What follows belongs to an exercise in optimizing a design on an open flow for small area; a production flow would make more cautious choices.
In this exercise RTL edits were held to simulation tests only and were not proved equivalent to the original.
Power and IR drop assume default switching activity.

==> design.v <==
module ascii_font_8x8 (input [7:0] i_ASCII,        
                       output [63:0] o_PIXEL  
                       );
reg [63:0] s_PIXEL;
always @*
begin
case(i_ASCII)
    8'h00: s_PIXEL   = {8'h00, 8'h00, 8'h00, 8'h00, 8'h00, 8'h00, 8'h00, 8'h00};    
    8'h01: s_PIXEL   = {8'h00, 8'h00, 8'h00, 8'h00, 8'h00, 8'h00, 8'h00, 8'h00};    
    8'h02: s_PIXEL   = {8'h00, 8'h00, 8'h00, 8'h00, 8'h00, 8'h00, 8'h00, 8'h00};    
    8'h03: s_PIXEL   = {8'h00, 8'h00, 8'h00, 8'h00, 8'h00, 8'h00, 8'h00, 8'h00};    
    8'h04: s_PIXEL   = {8'h00, 8'h00, 8'h00, 8'h00, 8'h00, 8'h00, 8'h00, 8'h00};    
    8'h05: s_PIXEL   = {8'h00, 8'h00, 8'h00, 8'h00, 8'h00, 8'h00, 8'h00, 8'h00};    
    8'h06: s_PIXEL   = {8'h00, 8'h00, 8'h00, 8'h00, 8'h00, 8'h00, 8'h00, 8'h00};    
    8'h07: s_PIXEL   = {8'h00, 8'h00, 8'h00, 8'h00, 8'h00, 8'h00, 8'h00, 8'h00};    
    8'h08: s_PIXEL   = {8'h00, 8'h00, 8'h00, 8'h00, 8'h00, 8'h00, 8'h00, 8'h00};    
    8'h09: s_PIXEL   = {8'h00, 8'h00, 8'h00, 8'h00, 8'h00, 8'h00, 8'h00, 8'h00};    
    8'h0A: s_PIXEL   = {8'h00, 8'h00, 8'h00, 8'h00, 8'h00, 8'h00, 8'h00, 8'h00};    
    8'h0B: s_PIXEL   = {8'h00, 8'h00, 8'h00, 8'h00, 8'h00, 8'h00, 8'h00, 8'h00};    
    8'h0C: s_PIXEL   = {8'h00, 8'h00, 8'h00, 8'h00, 8'h00, 8'h00, 8'h00, 8'h00};    
    8'h0D: s_PIXEL   = {8'h00, 8'h00, 8'h00, 8'h00, 8'h00, 8'h00, 8'h00, 8'h00};    
    8'h0E: s_PIXEL   = {8'h00, 8'h00, 8'h00, 8'h00, 8'h00, 8'h00, 8'h00, 8'h00};    
    8'h0F: s_PIXEL   = {8'h00, 8'h00, 8'h00, 8'h00, 8'h00, 8'h00, 8'h00, 8'h00};    
    8'h10: s_PIXEL   = {8'h00, 8'h00, 8'h00, 8'h00, 8'h00, 8'h00, 8'h00, 8'h00};    
    8'h11: s_PIXEL   = {8'h00, 8'h00, 8'h00, 8'h00, 8'h00, 8'h00, 8'h00, 8'h00};    
    8'h12: s_PIXEL   = {8'h00, 8'h00, 8'h00, 8'h00, 8'h00, 8'h00, 8'h00, 8'h00};    
    8'h13: s_PIXEL   = {8'h00, 8'h00, 8'h00, 8'h00, 8'h00, 8'h00, 8'h00, 8'h00};    
    8'h14: s_PIXEL   = {8'h00, 8'h00, 8'h00, 8'h00, 8'h00, 8'h00, 8'h00, 8'h00};    
    8'h15: s_PIXEL   = {8'h00, 8'h00, 8'h00, 8'h00, 8'h00, 8'h00, 8'h00, 8'h00};    
    8'h16: s_PIXEL   = {8'h00, 8'h00, 8'h00, 8'h00, 8'h00, 8'h00, 8'h00, 8'h00};    
    8'h17: s_PIXEL   = {8'h00, 8'h00, 8'h00, 8'h00, 8'h00, 8'h00, 8'h00, 8'h00};    
    8'h18: s_PIXEL   = {8'h00, 8'h00, 8'h00, 8'h00, 8'h00, 8'h00, 8'h00, 8'h00};    
    8'h19: s_PIXEL   = {8'h00, 8'h00, 8'h00, 8'h00, 8'h00, 8'h00, 8'h00, 8'h00};    
    8'h1A: s_PIXEL   = {8'h00, 8'h00, 8'h00, 8'h00, 8'h00, 8'h00, 8'h00, 8'h00};    
    8'h1B: s_PIXEL   = {8'h00, 8'h00, 8'h00, 8'h00, 8'h00, 8'h00, 8'h00, 8'h00};    
    8'h1C: s_PIXEL   = {8'h00, 8'h00, 8'h00, 8'h00, 8'h00, 8'h00, 8'h00, 8'h00};    
    8'h1D: s_PIXEL   = {8'h00, 8'h00, 8'h00, 8'h00, 8'h00, 8'h00, 8'h00, 8'h00};    
    8'h1E: s_PIXEL   = {8'h00, 8'h00, 8'h00, 8'h00, 8'h00, 8'h00, 8'h00, 8'h00};    
    8'h1F: s_PIXEL   = {8'h00, 8'h00, 8'h00, 8'h00, 8'h00, 8'h00, 8'h00, 8'h00};    
    8'h20: s_PIXEL   = {8'h00, 8'h00, 8'h00, 8'h00, 8'h00, 8'h00, 8'h00, 8'h00};    
    8'h21: s_PIXEL   = {8'h18, 8'h3C, 8'h3C, 8'h18, 8'h18, 8'h00, 8'h18, 8'h00};    
    8'h22: s_PIXEL   = {8'h36, 8'h36, 8'h00, 8'h00, 8'h00, 8'h00, 8'h00, 8'h00};    
    8'h23: s_PIXEL   = {8'h36, 8'h36, 8'h7F, 8'h36, 8'h7F, 8'h36, 8'h36, 8'h00};    
    8'h24: s_PIXEL   = {8'h0C, 8'h3E, 8'h03, 8'h1E, 8'h30, 8'h1F, 8'h0C, 8'h00};    
    8'h25: s_PIXEL   = {8'h00, 8'h63, 8'h33, 8'h18, 8'h0C, 8'h66, 8'h63, 8'h00};    
    8'h26: s_PIXEL   = {8'h1C, 8'h36, 8'h1C, 8'h6E, 8'h3B, 8'h33, 8'h6E, 8'h00};    
    8'h27: s_PIXEL   = {8'h06, 8'h06, 8'h03, 8'h00, 8'h00, 8'h00, 8'h00, 8'h00};    
    8'h28: s_PIXEL   = {8'h18, 8'h0C, 8'h06, 8'h06, 8'h06, 8'h0C, 8'h18, 8'h00};    
    8'h29: s_PIXEL   = {8'h06, 8'h0C, 8'h18, 8'h18, 8'h18, 8'h0C, 8'h06, 8'h00};    
    8'h2A: s_PIXEL   = {8'h00, 8'h66, 8'h3C, 8'hFF, 8'h3C, 8'h66, 8'h00, 8'h00};    
    8'h2B: s_PIXEL   = {8'h00, 8'h0C, 8'h0C, 8'h3F, 8'h0C, 8'h0C, 8'h00, 8'h00};    
    8'h2C: s_PIXEL   = {8'h00, 8'h00, 8'h00, 8'h00, 8'h00, 8'h0C, 8'h0C, 8'h06};    
    8'h2D: s_PIXEL   = {8'h00, 8'h00, 8'h00, 8'h3F, 8'h00, 8'h00, 8'h00, 8'h00};    
    8'h2E: s_PIXEL   = {8'h00, 8'h00, 8'h00, 8'h00, 8'h00, 8'h0C, 8'h0C, 8'h00};    
    8'h2F: s_PIXEL   = {8'h60, 8'h30, 8'h18, 8'h0C, 8'h06, 8'h03, 8'h01, 8'h00};    
    8'h30: s_PIXEL   = {8'h3E, 8'h63, 8'h73, 8'h7B, 8'h6F, 8'h67, 8'h3E, 8'h00};    
    8'h31: s_PIXEL   = {8'h0C, 8'h0E, 8'h0C, 8'h0C, 8'h0C, 8'h0C, 8'h3F, 8'h00};    
    8'h32: s_PIXEL   = {8'h1E, 8'h33, 8'h30, 8'h1C, 8'h06, 8'h33, 8'h3F, 8'h00};    
    8'h33: s_PIXEL   = {8'h1E, 8'h33, 8'h30, 8'h1C, 8'h30, 8'h33, 8'h1E, 8'h00};    
    8'h34: s_PIXEL   = {8'h38, 8'h3C, 8'h36, 8'h33, 8'h7F, 8'h30, 8'h78, 8'h00};    
    8'h35: s_PIXEL   = {8'h3F, 8'h03, 8'h1F, 8'h30, 8'h30, 8'h33, 8'h1E, 8'h00};    
    8'h36: s_PIXEL   = {8'h1C, 8'h06, 8'h03, 8'h1F, 8'h33, 8'h33, 8'h1E, 8'h00};    
    8'h37: s_PIXEL   = {8'h3F, 8'h33, 8'h30, 8'h18, 8'h0C, 8'h0C, 8'h0C, 8'h00};    
    8'h38: s_PIXEL   = {8'h1E, 8'h33, 8'h33, 8'h1E, 8'h33, 8'h33, 8'h1E, 8'h00};    
    8'h39: s_PIXEL   = {8'h1E, 8'h33, 8'h33, 8'h3E, 8'h30, 8'h18, 8'h0E, 8'h00};    
    8'h3A: s_PIXEL   = {8'h00, 8'h0C, 8'h0C, 8'h00, 8'h00, 8'h0C, 8'h0C, 8'h00};    
    8'h3B: s_PIXEL   = {8'h00, 8'h0C, 8'h0C, 8'h00, 8'h00, 8'h0C, 8'h0C, 8'h06};    
    8'h3C: s_PIXEL   = {8'h18, 8'h0C, 8'h06, 8'h03, 8'h06, 8'h0C, 8'h18, 8'h00};    
    8'h3D: s_PIXEL   = {8'h00, 8'h00, 8'h3F, 8'h00, 8'h00, 8'h3F, 8'h00, 8'h00};    
    8'h3E: s_PIXEL   = {8'h06, 8'h0C, 8'h18, 8'h30, 8'h18, 8'h0C, 8'h06, 8'h00};    
    8'h3F: s_PIXEL   = {8'h1E, 8'h33, 8'h30, 8'h18, 8'h0C, 8'h00, 8'h0C, 8'h00};    
    8'h40: s_PIXEL   = {8'h3E, 8'h63, 8'h7B, 8'h7B, 8'h7B, 8'h03, 8'h1E, 8'h00};    
    8'h41: s_PIXEL   = {8'h0C, 8'h1E, 8'h33, 8'h33, 8'h3F, 8'h33, 8'h33, 8'h00};    
    8'h42: s_PIXEL   = {8'h3F, 8'h66, 8'h66, 8'h3E, 8'h66, 8'h66, 8'h3F, 8'h00};    
    8'h43: s_PIXEL   = {8'h3C, 8'h66, 8'h03, 8'h03, 8'h03, 8'h66, 8'h3C, 8'h00};    
    8'h44: s_PIXEL   = {8'h1F, 8'h36, 8'h66, 8'h66, 8'h66, 8'h36, 8'h1F, 8'h00};    
    8'h45: s_PIXEL   = {8'h7F, 8'h46, 8'h16, 8'h1E, 8'h16, 8'h46, 8'h7F, 8'h00};    
    8'h46: s_PIXEL   = {8'h7F, 8'h46, 8'h16, 8'h1E, 8'h16, 8'h06, 8'h0F, 8'h00};    
    8'h47: s_PIXEL   = {8'h3C, 8'h66, 8'h03, 8'h03, 8'h73, 8'h66, 8'h7C, 8'h00};    
    8'h48: s_PIXEL   = {8'h33, 8'h33, 8'h33, 8'h3F, 8'h33, 8'h33, 8'h33, 8'h00};    
    8'h49: s_PIXEL   = {8'h1E, 8'h0C, 8'h0C, 8'h0C, 8'h0C, 8'h0C, 8'h1E, 8'h00};    
    8'h4A: s_PIXEL   = {8'h78, 8'h30, 8'h30, 8'h30, 8'h33, 8'h33, 8'h1E, 8'h00};    
    8'h4B: s_PIXEL   = {8'h67, 8'h66, 8'h36, 8'h1E, 8'h36, 8'h66, 8'h67, 8'h00};    
    8'h4C: s_PIXEL   = {8'h0F, 8'h06, 8'h06, 8'h06, 8'h46, 8'h66, 8'h7F, 8'h00};    
    8'h4D: s_PIXEL   = {8'h63, 8'h77, 8'h7F, 8'h7F, 8'h6B, 8'h63, 8'h63, 8'h00};    
    8'h4E: s_PIXEL   = {8'h63, 8'h67, 8'h6F, 8'h7B, 8'h73, 8'h63, 8'h63, 8'h00};    
    8'h4F: s_PIXEL   = {8'h1C, 8'h36, 8'h63, 8'h63, 8'h63, 8'h36, 8'h1C, 8'h00};    
    8'h50: s_PIXEL   = {8'h3F, 8'h66, 8'h66, 8'h3E, 8'h06, 8'h06, 8'h0F, 8'h00};    
    8'h51: s_PIXEL   = {8'h1E, 8'h33, 8'h33, 8'h33, 8'h3B, 8'h1E, 8'h38, 8'h00};    
    8'h52: s_PIXEL   = {8'h3F, 8'h66, 8'h66, 8'h3E, 8'h36, 8'h66, 8'h67, 8'h00};    
    8'h53: s_PIXEL   = {8'h1E, 8'h33, 8'h07, 8'h0E, 8'h38, 8'h33, 8'h1E, 8'h00};    
    8'h54: s_PIXEL   = {8'h3F, 8'h2D, 8'h0C, 8'h0C, 8'h0C, 8'h0C, 8'h1E, 8'h00};    
    8'h55: s_PIXEL   = {8'h33, 8'h33, 8'h33, 8'h33, 8'h33, 8'h33, 8'h3F, 8'h00};    
    8'h56: s_PIXEL   = {8'h33, 8'h33, 8'h33, 8'h33, 8'h33, 8'h1E, 8'h0C, 8'h00};    
    8'h57: s_PIXEL   = {8'h63, 8'h63, 8'h63, 8'h6B, 8'h7F, 8'h77, 8'h63, 8'h00};    
    8'h58: s_PIXEL   = {8'h63, 8'h63, 8'h36, 8'h1C, 8'h1C, 8'h36, 8'h63, 8'h00};    
    8'h59: s_PIXEL   = {8'h33, 8'h33, 8'h33, 8'h1E, 8'h0C, 8'h0C, 8'h1E, 8'h00};    
    8'h5A: s_PIXEL   = {8'h7F, 8'h63, 8'h31, 8'h18, 8'h4C, 8'h66, 8'h7F, 8'h00};    
    8'h5B: s_PIXEL   = {8'h1E, 8'h06, 8'h06, 8'h06, 8'h06, 8'h06, 8'h1E, 8'h00};    
    8'h5C: s_PIXEL   = {8'h03, 8'h06, 8'h0C, 8'h18, 8'h30, 8'h60, 8'h40, 8'h00};    
    8'h5D: s_PIXEL   = {8'h1E, 8'h18, 8'h18, 8'h18, 8'h18, 8'h18, 8'h1E, 8'h00};    
    8'h5E: s_PIXEL   = {8'h08, 8'h1C, 8'h36, 8'h63, 8'h00, 8'h00, 8'h00, 8'h00};    
    8'h5F: s_PIXEL   = {8'h00, 8'h00, 8'h00, 8'h00, 8'h00, 8'h00, 8'h00, 8'hFF};    
    8'h60: s_PIXEL   = {8'h0C, 8'h0C, 8'h18, 8'h00, 8'h00, 8'h00, 8'h00, 8'h00};    
    8'h61: s_PIXEL   = {8'h00, 8'h00, 8'h1E, 8'h30, 8'h3E, 8'h33, 8'h6E, 8'h00};    
    8'h62: s_PIXEL   = {8'h07, 8'h06, 8'h06, 8'h3E, 8'h66, 8'h66, 8'h3B, 8'h00};    
    8'h63: s_PIXEL   = {8'h00, 8'h00, 8'h1E, 8'h33, 8'h03, 8'h33, 8'h1E, 8'h00};    
    8'h64: s_PIXEL   = {8'h38, 8'h30, 8'h30, 8'h3e, 8'h33, 8'h33, 8'h6E, 8'h00};    
    8'h65: s_PIXEL   = {8'h00, 8'h00, 8'h1E, 8'h33, 8'h3f, 8'h03, 8'h1E, 8'h00};    
    8'h66: s_PIXEL   = {8'h1C, 8'h36, 8'h06, 8'h0f, 8'h06, 8'h06, 8'h0F, 8'h00};    
    8'h67: s_PIXEL   = {8'h00, 8'h00, 8'h6E, 8'h33, 8'h33, 8'h3E, 8'h30, 8'h1F};    
    8'h68: s_PIXEL   = {8'h07, 8'h06, 8'h36, 8'h6E, 8'h66, 8'h66, 8'h67, 8'h00};    
    8'h69: s_PIXEL   = {8'h0C, 8'h00, 8'h0E, 8'h0C, 8'h0C, 8'h0C, 8'h1E, 8'h00};    
    8'h6A: s_PIXEL   = {8'h30, 8'h00, 8'h30, 8'h30, 8'h30, 8'h33, 8'h33, 8'h1E};    
    8'h6B: s_PIXEL   = {8'h07, 8'h06, 8'h66, 8'h36, 8'h1E, 8'h36, 8'h67, 8'h00};    
    8'h6C: s_PIXEL   = {8'h0E, 8'h0C, 8'h0C, 8'h0C, 8'h0C, 8'h0C, 8'h1E, 8'h00};    
    8'h6D: s_PIXEL   = {8'h00, 8'h00, 8'h33, 8'h7F, 8'h7F, 8'h6B, 8'h63, 8'h00};    
    8'h6E: s_PIXEL   = {8'h00, 8'h00, 8'h1F, 8'h33, 8'h33, 8'h33, 8'h33, 8'h00};    
    8'h6F: s_PIXEL   = {8'h00, 8'h00, 8'h1E, 8'h33, 8'h33, 8'h33, 8'h1E, 8'h00};    
    8'h70: s_PIXEL   = {8'h00, 8'h00, 8'h3B, 8'h66, 8'h66, 8'h3E, 8'h06, 8'h0F};    
    8'h71: s_PIXEL   = {8'h00, 8'h00, 8'h6E, 8'h33, 8'h33, 8'h3E, 8'h30, 8'h78};    
    8'h72: s_PIXEL   = {8'h00, 8'h00, 8'h3B, 8'h6E, 8'h66, 8'h06, 8'h0F, 8'h00};    
    8'h73: s_PIXEL   = {8'h00, 8'h00, 8'h3E, 8'h03, 8'h1E, 8'h30, 8'h1F, 8'h00};    
    8'h74: s_PIXEL   = {8'h08, 8'h0C, 8'h3E, 8'h0C, 8'h0C, 8'h2C, 8'h18, 8'h00};    
    8'h75: s_PIXEL   = {8'h00, 8'h00, 8'h33, 8'h33, 8'h33, 8'h33, 8'h6E, 8'h00};    
    8'h76: s_PIXEL   = {8'h00, 8'h00, 8'h33, 8'h33, 8'h33, 8'h1E, 8'h0C, 8'h00};    
    8'h77: s_PIXEL   = {8'h00, 8'h00, 8'h63, 8'h6B, 8'h7F, 8'h7F, 8'h36, 8'h00};    
    8'h78: s_PIXEL   = {8'h00, 8'h00, 8'h63, 8'h36, 8'h1C, 8'h36, 8'h63, 8'h00};    
    8'h79: s_PIXEL   = {8'h00, 8'h00, 8'h33, 8'h33, 8'h33, 8'h3E, 8'h30, 8'h1F};    
    8'h7A: s_PIXEL   = {8'h00, 8'h00, 8'h3F, 8'h19, 8'h0C, 8'h26, 8'h3F, 8'h00};    
    8'h7B: s_PIXEL   = {8'h38, 8'h0C, 8'h0C, 8'h07, 8'h0C, 8'h0C, 8'h38, 8'h00};    
    8'h7C: s_PIXEL   = {8'h18, 8'h18, 8'h18, 8'h00, 8'h18, 8'h18, 8'h18, 8'h00};    
    8'h7D: s_PIXEL   = {8'h07, 8'h0C, 8'h0C, 8'h38, 8'h0C, 8'h0C, 8'h07, 8'h00};    
    8'h7E: s_PIXEL   = {8'h6E, 8'h3B, 8'h00, 8'h00, 8'h00, 8'h00, 8'h00, 8'h00};    
    8'h7F: s_PIXEL   = {8'h00, 8'h00, 8'h00, 8'h00, 8'h00, 8'h00, 8'h00, 8'h00};     
    default: s_PIXEL = {8'h00, 8'h00, 8'h00, 8'h00, 8'h00, 8'h00, 8'h00, 8'h00};  
endcase
end
assign o_PIXEL[7:0] = {s_PIXEL[0], s_PIXEL[1], s_PIXEL[2], s_PIXEL[3], s_PIXEL[4], s_PIXEL[5], s_PIXEL[6], s_PIXEL[7]};
assign o_PIXEL[15:8] = {s_PIXEL[8], s_PIXEL[9], s_PIXEL[10], s_PIXEL[11], s_PIXEL[12], s_PIXEL[13], s_PIXEL[14], s_PIXEL[15]};
assign o_PIXEL[23:16] = {s_PIXEL[16], s_PIXEL[17], s_PIXEL[18], s_PIXEL[19], s_PIXEL[20], s_PIXEL[21], s_PIXEL[22], s_PIXEL[23]};
assign o_PIXEL[31:24] = {s_PIXEL[24], s_PIXEL[25], s_PIXEL[26], s_PIXEL[27], s_PIXEL[28], s_PIXEL[29], s_PIXEL[30], s_PIXEL[31]};
assign o_PIXEL[39:32] = {s_PIXEL[32], s_PIXEL[33], s_PIXEL[34], s_PIXEL[35], s_PIXEL[36], s_PIXEL[37], s_PIXEL[38], s_PIXEL[39]};
assign o_PIXEL[47:40] = {s_PIXEL[40], s_PIXEL[41], s_PIXEL[42], s_PIXEL[43], s_PIXEL[44], s_PIXEL[45], s_PIXEL[46], s_PIXEL[47]};
assign o_PIXEL[55:48] = {s_PIXEL[48], s_PIXEL[49], s_PIXEL[50], s_PIXEL[51], s_PIXEL[52], s_PIXEL[53], s_PIXEL[54], s_PIXEL[55]};
assign o_PIXEL[63:56] = {s_PIXEL[56], s_PIXEL[57], s_PIXEL[58], s_PIXEL[59], s_PIXEL[60], s_PIXEL[61], s_PIXEL[62], s_PIXEL[63]};
endmodule
module clock_divider(
    input i_CLK,
    input i_RST,
    input i_EN,
    output reg o_CLK_DIV,
    output o_RISE,
    output o_FALL
    );
    parameter DVSR = 100;  
    reg [31:0] s_ms_reg;
    wire [31:0] s_ms_next;
    wire s_toggle;
    always @(posedge i_CLK, posedge i_RST)
        if(i_RST)
        begin
            s_ms_reg <= 0;
            o_CLK_DIV <= 1'b0;
        end
        else if (i_EN && DVSR != 0)
        begin
            s_ms_reg <= s_ms_next;
            if(s_ms_reg == (DVSR-1)/2)
                o_CLK_DIV <= ~o_CLK_DIV;
        end
    assign s_ms_next = (i_RST || ((s_ms_reg == (DVSR-1)/2) && i_EN)) ? 0 :
                       (i_EN) ?   s_ms_reg + 1 :
                                  s_ms_reg;
    assign s_toggle = i_EN && (DVSR != 0) && (s_ms_reg == (DVSR-1)/2);
    assign o_RISE   = s_toggle && !o_CLK_DIV;
    assign o_FALL   = s_toggle && o_CLK_DIV;
endmodule
module Nbit_MOSI_SPI (input i_CLK,
                      input i_FALL,
                      input i_RST,
                      input [8-1: 0] i_DATA,
                      input i_START,                
                      input i_DC,                   
                      output reg o_MOSI,            
                      output reg o_CS,
                      output reg o_DC,              
                      output reg o_MOSI_FINAL_TX);  
    parameter WIDTH = 8;  
    localparam idle = 1'b0,
    transmit = 1'b1;
    reg      s_state_reg;   
    reg [WIDTH-1:0] s_data_reg;    
    reg [4:0] s_bit_reg;  
    reg s_MOSI_LSB;  
    always @(posedge i_CLK)
        if (i_FALL && !i_RST)
        begin
            if (s_state_reg == idle)
            begin
                if (i_START)
                    s_MOSI_LSB <= i_DATA[0];
            end
            else if (s_bit_reg >= WIDTH - 1 && i_START == 1'b1)
                s_MOSI_LSB <= i_DATA[0];
        end
    always @(posedge i_CLK, posedge i_RST)
        if (i_RST)
        begin
            s_state_reg     <= idle;
            s_data_reg      <= 0;
            o_MOSI          <= 1'b0;
            o_CS            <= 1'b1;
            o_DC            <= 1'b0;
            o_MOSI_FINAL_TX <= 1'b0;
            s_bit_reg       <= 0;
        end
    else if (i_FALL)
    begin
    case(s_state_reg)
        idle:
        begin
            o_MOSI_FINAL_TX <= 1'b0;
            if (i_START)
            begin
                s_state_reg <= transmit;
                o_MOSI <= i_DATA[WIDTH-1];
                o_CS   <= 1'b0;
                o_DC   <= i_DC;
                s_bit_reg  <= 1;  
                s_data_reg <= i_DATA << 1;
            end
            else
                o_CS <= 1'b1;
        end
        transmit:
        begin
            if (s_bit_reg == 0)  
            begin
                o_DC <= i_DC;  
                o_MOSI_FINAL_TX <= 1'b0;
            end
            else if (s_bit_reg == WIDTH - 2)  
            begin
                o_MOSI_FINAL_TX <= 1'b1;  
            end
            if (s_bit_reg >= WIDTH - 1)  
            begin
                o_MOSI          <= s_MOSI_LSB;
                o_MOSI_FINAL_TX <= 1'b0;
                if (i_START == 1'b1)  
                begin
                    s_bit_reg  <= 0;
                    s_data_reg <= i_DATA;
                end
                else  
                    s_state_reg <= idle;
            end
            else  
            begin
                o_MOSI          <= s_data_reg[WIDTH-1];
                s_data_reg      <= s_data_reg << 1;  
                s_bit_reg       <= s_bit_reg + 1;
            end
        end
    endcase
    end
endmodule
module Nbit_MOSI_SPI_Buffer (input i_CLK,
                             input i_RISE,
                             input i_RST,
                             input [(8*8)-1:0]i_DATA,  
                             input [8-1:0] i_DC,                
                             input i_START,                     
                             input [4:0] i_N_transmit,          
                             input i_MOSI_FINAL_BIT,  
                             output reg [8-1:0] o_DATA,     
                             output reg o_START,                
                             output reg o_DC,                   
                             output reg o_MOSI_FINAL_BYTE);       
    parameter WIDTH = 8;  
    parameter N     = 8;  
    localparam idle = 1'b0,
    transmit = 1'b1;
    reg s_state_reg;   
    reg [(WIDTH*N)-1:0] s_data_reg;    
    reg [4:0] s_N_transmit_reg;  
    reg [4:0] s_byte_reg;  
    reg [N-1:0] s_DC_reg; 
    always @(posedge i_CLK)
        if (i_RISE && !i_RST)
        begin
            if (s_state_reg == idle)
            begin
                if (i_START == 1'b1 && i_N_transmit > 0)
                begin
                    s_DC_reg         <= i_DC;
                    s_N_transmit_reg <= i_N_transmit;
                end
            end
            else if (i_MOSI_FINAL_BIT == 1'b1 && s_byte_reg >= s_N_transmit_reg &&
                     i_START == 1'b1 && (i_N_transmit > 0))
            begin
                s_DC_reg         <= i_DC;
                s_N_transmit_reg <= i_N_transmit;
            end
        end
    always @(posedge i_CLK, posedge i_RST)
        if (i_RST)
        begin
            s_state_reg     <= idle;
            s_data_reg      <= 0;
            s_byte_reg      <= 0;  
            o_DATA          <= 0;
            o_START         <= 1'b0;
            o_DC            <= 1'b0;
            o_MOSI_FINAL_BYTE <= 1'b0;
        end
    else if (i_RISE)
    begin
    case(s_state_reg)
        idle:
        begin
            if(i_START == 1'b1)
            begin
                if (i_N_transmit == 1)
                    o_MOSI_FINAL_BYTE <= 1'b1;
                else
                    o_MOSI_FINAL_BYTE <= 1'b0;
                if (i_N_transmit > 0)
                begin
                    s_state_reg <= transmit;
                    s_data_reg <= i_DATA >> 8;  
                    o_START <= 1'b1;  
                    o_DC    <= i_DC[0];  
                    o_DATA  <= i_DATA[WIDTH-1:0];  
                    s_byte_reg <= 1;  
                end
            end
            else
                o_MOSI_FINAL_BYTE <= 1'b0;
        end
        transmit:
        begin
            if (i_MOSI_FINAL_BIT == 1'b1)  
            begin
                if (s_byte_reg == 0)  
                begin
                    o_MOSI_FINAL_BYTE <= 1'b0;
                end
                else if (s_byte_reg == s_N_transmit_reg - 1)  
                begin
                    o_MOSI_FINAL_BYTE <= 1'b1;
                end
                if(s_byte_reg >= s_N_transmit_reg)  
                begin
                    if (i_START == 1'b1 && (i_N_transmit > 0))  
                    begin
                        s_state_reg <= idle;
                        o_START <= 1'b1;  
                        o_DC    <= i_DC[0];  
                        o_DATA  <= i_DATA[WIDTH-1:0];  
                        s_byte_reg <= 1;  
                    end
                    else  
                    begin
                        s_state_reg <= idle;
                        o_START <= 1'b0;  
                    end
                end
                else  
                begin
                    o_DATA          <= s_data_reg[WIDTH-1:0];  
                    o_DC            <= s_DC_reg[s_byte_reg];
                    s_byte_reg      <= s_byte_reg + 1;  
                end
                s_data_reg <= s_data_reg >> 8;  
            end
        end
    endcase
    end
endmodule
module Nbit_MOSI_SPI_Buffer_Combined (input i_CLK,
                                    input i_RISE,
                                    input i_FALL,
                                    input i_RST,
                                    input [(8*8)-1:0]i_DATA,  
                                    input [8-1:0] i_DC,                
                                    input i_START,                     
                                    input [4:0] i_N_transmit,                
                                    output o_MOSI_FINAL_BYTE,
                                    output o_MOSI,
                                    output o_CS,
                                    output o_DC,
                                    output o_MOSI_FINAL_BIT
                                    );       
    parameter WIDTH = 8;  
    parameter N     = 8;  
    wire [WIDTH-1:0] s_BYTE;
    wire s_start_mosi;
    wire s_DC_mosi;
    Nbit_MOSI_SPI_Buffer #(.WIDTH(WIDTH), .N(N)) g_Nbit_MOSI_SPI_Buffer
    (.i_CLK(i_CLK),
    .i_RISE(i_RISE),
    .i_RST(i_RST),
    .i_DATA(i_DATA),
    .i_DC(i_DC),
    .i_START(i_START),
    .i_N_transmit(i_N_transmit),
    .i_MOSI_FINAL_BIT(o_MOSI_FINAL_BIT),
    .o_DATA(s_BYTE),  
    .o_START(s_start_mosi),  
    .o_DC(s_DC_mosi),
    .o_MOSI_FINAL_BYTE(o_MOSI_FINAL_BYTE)
    );
    Nbit_MOSI_SPI #(.WIDTH(WIDTH)) g_Nbit_MOSI_SPI
    (.i_CLK(i_CLK),
    .i_FALL(i_FALL),
    .i_RST(i_RST),
    .i_DATA(s_BYTE),
    .i_START(s_start_mosi),
    .i_DC(s_DC_mosi),
    .o_MOSI(o_MOSI),
    .o_CS(o_CS),
    .o_DC(o_DC),
    .o_MOSI_FINAL_TX(o_MOSI_FINAL_BIT)
    );
endmodule
module OLED_interface (input i_CLK,
                       input i_RST,
                       input [1:0] i_MODE,
                       input i_START,
                       input [8-1:0] i_TEXT_COLOR,
                       input [8-1:0] i_BACKGROUND_COLOR,
                       input [12 * 8 * 8 - 1:0] i_ASCII,  
                       output reg o_READY,                                       
                       output o_CS,
                       output o_MOSI,
                       output o_SCK,
                       output o_DC,
                       output reg o_RES,                                         
                       output reg o_VCCEN,                                       
                       output reg o_PMODEN,
                       output o_MOSI_FINAL_BIT,
                       output o_MOSI_FINAL_BYTE);
    parameter WIDTH        = 8;  
    parameter N            = 8;  
    parameter SCLK_DIVIDER = 4;  
    parameter WAIT_3_US   = 20;  
    parameter WAIT_100_MS = 1000;  
    parameter [31:0] NUM_COL = 96;  
    parameter [31:0] NUM_ROW = 64;  
    parameter [7:0] ASCII_COL_SIZE = 8;  
    parameter [7:0] ASCII_ROW_SIZE = 8;  
    parameter [7:0] NUM_ASCII_COL  = NUM_COL / ASCII_COL_SIZE;  
    parameter [7:0] NUM_ASCII_ROW  = NUM_ROW / ASCII_ROW_SIZE;  
    parameter N_COLOR_BITS = WIDTH;
    localparam idle = 4'b0000,
    turnon_1 = 4'b0001,
    turnon_2 = 4'b0010,
    turnon_3 = 4'b0011,
    turnon_4 = 4'b0100,
    fill_screen_1 = 4'b0101,
    pixel_display_1 = 4'b0110,  
    pixel_display_2 = 4'b0111;  
    localparam turnon = 2'b00,
    fill_screen = 2'b01,
    pixel_display = 2'b10;
    reg [3:0] s_state_reg;   
    reg [31:0] s_count_reg;  
    reg s_buffer_start_reg;
    reg s_init_reg;  
    reg [N_COLOR_BITS - 1:0] s_TEXT_COLOR_reg;
    reg [N_COLOR_BITS - 1:0] s_BACKGROUND_COLOR_reg;
    reg [7:0] s_PIXEL_COUNT_reg;  
    reg [7:0] s_ASCII_col_reg;
    reg [7:0] s_ASCII_row_reg;
    wire [7:0] s_ASCII_first_col, s_ASCII_last_col;
    wire [7:0] s_ASCII_first_row, s_ASCII_last_row;
    reg [NUM_ASCII_COL * NUM_ASCII_ROW * 8 - 1:0] s_ASCII;  
    wire [7:0] s_ASCII_current;  
    wire [ASCII_COL_SIZE*ASCII_ROW_SIZE - 1:0] s_ASCII_PIXEL;  
    wire s_SCK;
    wire s_SCK_RISE;  
    wire s_SCK_FALL;  
    reg [(WIDTH*N)-1:0] s_DATA;  
    reg [N-1:0] s_DC;
    reg [4:0] s_N_transmit;
    wire s_MOSI_FINAL_BYTE;
    wire s_MOSI_FINAL_BIT;
    Nbit_MOSI_SPI_Buffer_Combined #(.WIDTH(WIDTH), .N(N)) g_Nbit_MOSI_SPI_Buffer_Combined
    (.i_CLK(i_CLK),
    .i_RISE(s_SCK_RISE),
    .i_FALL(s_SCK_FALL),
    .i_RST(i_RST),
    .i_DATA(s_DATA),
    .i_DC(s_DC),
    .i_START(s_buffer_start_reg),
    .i_N_transmit(s_N_transmit),
    .o_MOSI_FINAL_BYTE(s_MOSI_FINAL_BYTE),
    .o_MOSI(o_MOSI),
    .o_CS(o_CS),
    .o_DC(o_DC),
    .o_MOSI_FINAL_BIT(s_MOSI_FINAL_BIT)
    );
    clock_divider #(.DVSR(SCLK_DIVIDER)) SCLK_clock_divider
    (
    .i_CLK(i_CLK),
    .i_RST(i_RST),
    .i_EN(1'b1),  
    .o_CLK_DIV(s_SCK),
    .o_RISE(s_SCK_RISE),
    .o_FALL(s_SCK_FALL)
    );
    ascii_font_8x8 font(
    .i_ASCII(s_ASCII_current),  
    .o_PIXEL(s_ASCII_PIXEL)  
    );
    assign s_ASCII_first_col = s_ASCII_col_reg * 8;
    assign s_ASCII_last_col  = s_ASCII_col_reg*8 + 7;
    assign s_ASCII_first_row = s_ASCII_row_reg*8;
    assign s_ASCII_last_row  = s_ASCII_row_reg*8 + 7;
    assign s_ASCII_current = s_ASCII[NUM_ASCII_COL * NUM_ASCII_ROW * 8 - 1 : NUM_ASCII_COL * NUM_ASCII_ROW * 8 - 8];
    always @(posedge i_CLK, posedge i_RST)
        if (i_RST)
        begin
            s_state_reg            <= idle;
            s_buffer_start_reg     <= 1'b0;
            s_count_reg            <= 0;
            s_DATA                 <= 0;
            s_DC                   <= 0;
            s_N_transmit           <= 0;
            s_init_reg             <= 1'b0;
            s_PIXEL_COUNT_reg      <= 0;
            s_ASCII_col_reg        <= 0;
            s_ASCII_row_reg        <= 0;
            s_ASCII                <= 0;
            s_TEXT_COLOR_reg       <= 0;
            s_BACKGROUND_COLOR_reg <= 0;
            o_RES                  <= 1'b1;
            o_VCCEN                <= 1'b0;
            o_PMODEN               <= 1'b0;
            o_READY                <= 1'b0;
        end
    else if (s_SCK_RISE)
    begin
    case(s_state_reg)
        idle:
        begin
            s_buffer_start_reg <= 1'b0;
            s_count_reg        <= 0;
            s_DATA             <= 0;
            s_DC               <= 0;
            s_N_transmit       <= 0;
            o_RES              <= 1'b1;
            if (s_init_reg == 1'b0)
            begin
                s_state_reg <= turnon_1;
                o_READY     <= 1'b0;
            end
            else if (i_START == 1'b1)  
            begin
                o_READY <= 1'b0;  
                case(i_MODE)
                    turnon:
                    begin
                        s_state_reg <= turnon_1;
                    end
                    fill_screen:
                    begin
                        s_state_reg            <= fill_screen_1;
                        s_BACKGROUND_COLOR_reg <= i_BACKGROUND_COLOR;
                    end
                    pixel_display:
                    begin
                        s_state_reg            <= pixel_display_1;
                        s_TEXT_COLOR_reg       <= i_TEXT_COLOR;
                        s_BACKGROUND_COLOR_reg <= i_BACKGROUND_COLOR;
                        s_PIXEL_COUNT_reg      <= 0;
                        s_ASCII_col_reg        <= 0;
                        s_ASCII_row_reg        <= 0;
                        s_ASCII                <= i_ASCII;
                    end
                endcase
            end
            else
                o_READY <= 1'b1;
        end
        turnon_1:  
        begin
            o_RES <= 1'b0;
            if (s_count_reg >= WAIT_3_US - 1)  
            begin
                s_state_reg <= turnon_2;
                s_count_reg <= 0;  
            end
            else  
                s_count_reg <= s_count_reg + 1;
        end
        turnon_2:  
        begin
            o_RES    <= 1'b1;
            o_VCCEN  <= 1'b1;
            o_PMODEN <= 1'b1;
            if (s_count_reg >= WAIT_3_US - 1)  
            begin
                s_state_reg <= turnon_3;
                s_count_reg <= 0;  
            end
            else  
                s_count_reg <= s_count_reg + 1;
        end
        turnon_3:  
        begin
            s_DATA[(WIDTH-1)+WIDTH*2:0] <= {8'h20, 8'hA0, 8'hAF};  
            s_DC[2:0]                   <= 3'b000;  
            s_N_transmit                <= 3;  
            s_buffer_start_reg          <= 1'b1;
            s_state_reg <= turnon_4;
        end
        turnon_4:  
        begin
            s_buffer_start_reg <= 1'b0;  
            if (s_count_reg >= WAIT_100_MS - 1)  
            begin
                s_state_reg <= idle;
                s_count_reg <= 0;  
                s_init_reg  <= 1'b1;  
            end
            else  
                s_count_reg <= s_count_reg + 1;
        end
        fill_screen_1:
        begin
            s_DATA[WIDTH-1:0]  <= s_BACKGROUND_COLOR_reg;  
            s_DC[0]            <= 1'b1;  
            s_N_transmit       <= 1;  
            s_buffer_start_reg <= 1'b1;
            s_state_reg <= idle;
        end
        pixel_display_1:  
        begin
            s_DATA[(WIDTH-1)+WIDTH*5:0] <= {s_ASCII_last_row, s_ASCII_first_row, 8'h75, s_ASCII_last_col, s_ASCII_first_col, 8'h15};  
            s_DC[5:0]                   <= 6'b000000;  
            s_N_transmit                <= 6;  
            s_buffer_start_reg          <= 1'b1;
            s_state_reg       <= pixel_display_2;
            s_PIXEL_COUNT_reg <= 0;  
        end
        pixel_display_2:  
        begin
            if (s_MOSI_FINAL_BYTE == 1'b1 && s_MOSI_FINAL_BIT == 1'b1)  
            begin
                if (s_PIXEL_COUNT_reg >= ASCII_COL_SIZE * ASCII_ROW_SIZE)  
                begin
                    if ((s_ASCII_row_reg >= NUM_ASCII_ROW - 1) && (s_ASCII_col_reg >= NUM_ASCII_COL - 1))  
                    begin
                        s_state_reg <= idle;
                    end
                    else if (s_ASCII_col_reg >= NUM_ASCII_COL - 1)  
                    begin
                        s_ASCII_col_reg <= 0;
                        s_ASCII_row_reg <= s_ASCII_row_reg + 1;
                        s_state_reg     <= pixel_display_1;  
                    end
                    else  
                    begin
                        s_ASCII_col_reg <= s_ASCII_col_reg + 1;
                        s_state_reg     <= pixel_display_1;  
                    end
                    s_ASCII <= s_ASCII << 8;  
                    s_buffer_start_reg <= 1'b0;
                end
                else
                begin
                    if (s_ASCII_PIXEL[ASCII_COL_SIZE * ASCII_ROW_SIZE - 1 - s_PIXEL_COUNT_reg] == 1'b0)   
                        s_DATA[WIDTH-1:0] <= s_BACKGROUND_COLOR_reg;  
                    else   
                        s_DATA[WIDTH-1:0] <= s_TEXT_COLOR_reg;  
                    s_DC[0]      <= 1'b1;  
                    s_N_transmit <= 1;  
                    s_PIXEL_COUNT_reg <= s_PIXEL_COUNT_reg + 1;
                    s_buffer_start_reg <= 1'b1;
                end
            end
            else
                s_buffer_start_reg <= 1'b0;
        end
    endcase
    end
    assign o_SCK             = s_SCK;
    assign o_MOSI_FINAL_BIT  = s_MOSI_FINAL_BIT;
    assign o_MOSI_FINAL_BYTE = s_MOSI_FINAL_BYTE;
endmodule
==> run.sh <==
#!/bin/bash
# synth_recipe.tcl (not shown) runs the flow's synth.tcl, then flattens the netlist and writes it again
# the make line also repeats each setting of config.mk as NAME=value (left out here)
make -C /OpenROAD-flow-scripts/flow DESIGN_CONFIG=/design/flow/config.mk WORK_HOME=/design/flow/orfs CLKGATE_MAP_FILE= SYNTH_SCRIPT=/design/flow/synth_recipe.tcl finish
==> config.mk <==
export PLATFORM = sky130hd
export DESIGN_NAME = OLED_interface
export DESIGN_NICKNAME = OLED_interface
export VERILOG_FILES = /design/flow/design.v
export SDC_FILE = /design/flow/constraint.sdc
export NUM_CORES = 4
export LEC_CHECK = 0
export CAP_MARGIN = 20
export CORE_MARGIN = 2
export CORE_UTILIZATION = 40
export SLEW_MARGIN = 20
export SYNTH_MEMORY_MAX_BITS = 20000
==> constraint.sdc <==
create_clock -name core_clock -period 10.0 [get_ports {i_CLK}]
set_input_delay 2.0000 -clock core_clock [delete_from_list [all_inputs] [get_ports {i_CLK}]]
set_output_delay 2.0000 -clock core_clock [all_outputs]
set_load 0.01 [all_outputs]
==> impl_metrics.csv <==
group,metric,value,unit
clock_network,cts_max_level,3,
sta,fmax,180,MHz
drt,post-route-drc-count,0,
sta,period_share,0.555,
drt,ant_nets,0,
power,power_density,152,nW/um^2
sta,finalCriticalPeriod,5550,ps
sta,final_max_slew_viol_count,0,
hold_path,hp-class,"register to register",
critical_path,path_buf_inv,2,
place,io_buffers,798,
clock_network,clk_latency,750,ps
floorplan,start_util,0.403,
drt,drt_iter0_drc,4133,
global_route,grtUsageTotal,0.292,
critical_path,path_cells,"buf_4 > buf_4 > nand2b_1 > nand3_1 > a211oi_1 > nor4_1 > o221ai_1 > o2111ai_1 > a31oi_2 > a211oi_4 > mux2_4 > a22o_1",
clock_network,root_buffer,"clkbuf_16",
critical_path,crit_top_cell,"buf_4",
run_status,outcome,"complete, no violations",
power,p_total,0.00974,W
logic_synthesis,synth_ff_type,"dfrtp_1",
power,combPwrFrac,0.158,
cells_and_area,largest_register_ffs,768,
critical_path,cp_slowest_cell,"a211oi_1",
global_route,antenna_found_initial,79,
logic_synthesis,synth_area,51300,sq um
global_route,grt_overflow,0,
sta,skew,43.5,ps
cells_and_area,drive_gt1_frac,0.0563,
floorplan,ioPinCount,799,
logic_synthesis,synth_nets,6242,
power,p_seq_frac,0.426,
cells_and_area,num-fill-cells,11900,
critical_path,required,10590,ps
sta,worst_pin_slew,1180,ps
critical_path,worstPathMaxFanout,64,
global_route,grt_pass1_wl,286000,um
floorplan,die_h,362,um
global_route,grt_max_degree,277,
floorplan,core_area,127000,sq um
power,max-vdd-ir-drop,142,uV
floorplan,dieArea,131000,sq um
logic_synthesis,ys_types,96,
place,gp_congestion,1.02,
clock_network,cts_buffers,108,
critical_path,endpoint_kind,"register",
sta,setup_viol,0,
sta,max_slew_margin,0.210,
clock_network,clock_path_buffers,3,
drt,drt_pass1_iterations,8,
critical_path,critical_path.top_delay_family,"compound AO/OA/AOI/OAI gates",
sta,hold_violations,0,
clock_network,cts_sinks,979,
place,dp_hpwl,139000,um
power,pwr-share-clk,0.416,
clock_network,cts_resized,0,
drt,drt_wl_total,195000,um
drt,num_vias,43300,
power,total_leakage_power,32.2,nW
global_route,grt_pass1_vias,42500,
floorplan,die_w,362,um
clock_network,clk_pin_slew,60,ps
critical_path,worstPathArrival,6140,ps
drt,avgRoutedWirePerCell,25.2,um
power,power.internal,0.00705,W
drt,vias_per_cell,5.58,
power,swShare,0.276,
cells_and_area,area_growth,24.9,%
sta,rsz0062_at_grt,"false",
power,p_sw,0.00269,W
logic_synthesis,syn_avg_cell_area,9.48,sq um
critical_path,path_class,"register to register",
logic_synthesis,ys_seq_elements,979,
cells_and_area,fin_nets,6800,
clock_network,postCtsHoldBufs,0,
critical_path,slowest_delay,770,ps
logic_synthesis,synthCells,5414,
logic_synthesis,synth.yosys.seq_area_share,0.478,
sta,finalSetupTns,0,ps
logic_synthesis,async_flop_share,0.995,
flow_run,drv_cap,0,
critical_path,worst_setup_path_start_kind,"register",
clock_network,post_cts_buffers,0,
logic_synthesis,synth-edff-count,5,
logic_synthesis,synth_warnings,5,
clock_network,cts_tree,"built",
floorplan,row_count,131,
[cell usage after synthesis, drive strengths merged, types with 31 or more instances]
| master | instances | share of area |
|---|---|---|
| clkbuf | 333 | 0.024 |
| nand3 | 86 | 0.0084 |
| and3 | 31 | 0.0038 |
| inv | 40 | 0.0029 |
| a211oi | 33 | 0.0051 |
| a31oi | 54 | 0.0067 |
| nand2b | 57 | 0.0071 |
| ha | 39 | 0.0095 |
| nor2b | 57 | 0.0070 |
| buf | 107 | 0.013 |
| a21oi | 145 | 0.014 |
| o21ai | 939 | 0.092 |
| nor3 | 38 | 0.0037 |
| dfrtp | 972 | 0.47 |
| nand2 | 948 | 0.069 |
| mux2i | 784 | 0.15 |
| nor2 | 190 | 0.014 |
[layout by cell type (no fill, tap or decap), types with 75 or more instances in the layout]
cell type | synthesis | final
nor2_1 | 189 | 189
a21oi_1 | 145 | 145
mux2i_1 | 784 | 784
clkbuf_16 | 0 | 109
buf_4 | 9 | 75
nand2_1 | 948 | 947
o21ai_0 | 935 | 933
dfrtp_1 | 972 | 967
nand3_1 | 86 | 85
clkdlybuf4s50_1 | 0 | 798
[path summary, 6_finish.rpt]
path | startpoint | endpoint | slack [ps] | depth (start not counted)
setup / recovery | s_ASCII[762]$_DFFE_PP0P_ | register | 4450 | 12
hold / removal | s_ASCII[7]$_DFFE_PP0P_ | s_ASCII[7]$_DFFE_PP0P_ | 470 | 2
setup reg to reg | s_ASCII[762]$_DFFE_PP0P_ | register | 4450 | 12
hold reg to reg | s_ASCII[7]$_DFFE_PP0P_ | s_ASCII[7]$_DFFE_PP0P_ | 470 | 2
max in group asynchronous | i_RST | s_ASCII[470]$_DFFE_PP0P_ | 6140 | 4
min in group asynchronous | i_RST | asynchronous set/reset pin | 2060 | 2
[logic make-up after synthesis]
group	Yosys count	share of synthesized area
AOI/OAI and AO/OA	1495	0.171
xor gates and xnor gates	37	0.00632
adders and majority gates	40	0.00971
buffers and inverters	483	0.0400
DFF	979	0.478
muxes	811	0.161
and+or+nand+nor	1569	0.135
[power by group through the flow]
stage          sequential [W]  combinational (W)  clock [W]
6_report              0.00415            0.00154    0.00405
5_1_grt               0.00416            0.00166    0.00432
4_1_cts               0.00415            0.00153    0.00417
3_5_place_dp          0.00422            0.00152          0
3_3_place_gp          0.00422            0.00152          0
2_1_floorplan         0.00417           0.000851          0
[metrics by stage]
| stage | util | cell area [sq um] | setup WS [ps] | std cells | hold WS (ps) |
|---|---|---|---|---|---|
| after floorplan | - | 51300 | -5410 | 5414 | 438 |
| after global placement | 0.474 | 60400 | 4590 | 7523 | 450 |
| after detailed placement | 0.474 | 60400 | 4460 | 7523 | 457 |
| after CTS | 0.502 | 64000 | 4820 | 7722 | 468 |
| after global routing | 0.503 | 64100 | 4510 | 7751 | 495 |
| final | 0.503 | 64100 | 4450 | 7760 | 466 |
[worst reg2reg max path: cells and delay by family (launching register included)]
kind	cells	cell delay, ps
and+or+nand+nor	3	940
DFF	1	560
muxes	1	340
AOI/OAI and AO/OA	6	2280
buffers and inverters	2	1300
[cell type report]
type	instances	area (sq um)	share of cell area
clock inverters	40	440	0.00687
repair buffers	888	8840	0.138
diodes	37	92.6	0.00144
well taps	1662	2080	0.0324
multi-input cells	3952	24800	0.386
inverters	43	165	0.00258
clock buffers	159	3170	0.0494
flip-flops and latches	979	24500	0.383
[per-layer routing]
metal  global-route usage  routed length (um)  vias to the layer above
li1                     -                   -                    20500
met1                0.384               81900                    20800
met5                    0                 489                        -
met4                0.117                7600                       72
met2                0.455               89600                     1521
met3               0.0800               15700                      449

[static timing again, ports no longer ideal]
The flow's constraints put no driver on any port. The routed layout listed below was extracted and timed again, unchanged, in two steps. Step 1 (the two cells are an assumption about what drives the block):
set clk [get_ports {i_CLK}]
set_driving_cell -lib_cell sky130_fd_sc_hd__clkbuf_16 $clk
set_driving_cell -lib_cell sky130_fd_sc_hd__buf_2 [delete_from_list [all_inputs] $clk]
Step 2 moves the port delays by t, midway between the first and last clock arrival at a register: inputs arrive t later, outputs are due t later. That takes back most of the time a late clock gives input paths. Three values: ideal, step 1, step 2; two values: the first two.
t (ns): 0.800
setup slack, ns: 4.448 / 4.448 / 4.432
worst setup path after step 2: input to register
clock arrival spread, ns: 0.044 / 0.044
worst slew at a driven data input, ns: 0.24
After both steps setup and hold are still met in this run. The setup slack of this run moves by 0.000 ns with the drivers and by -0.016 ns with both steps.
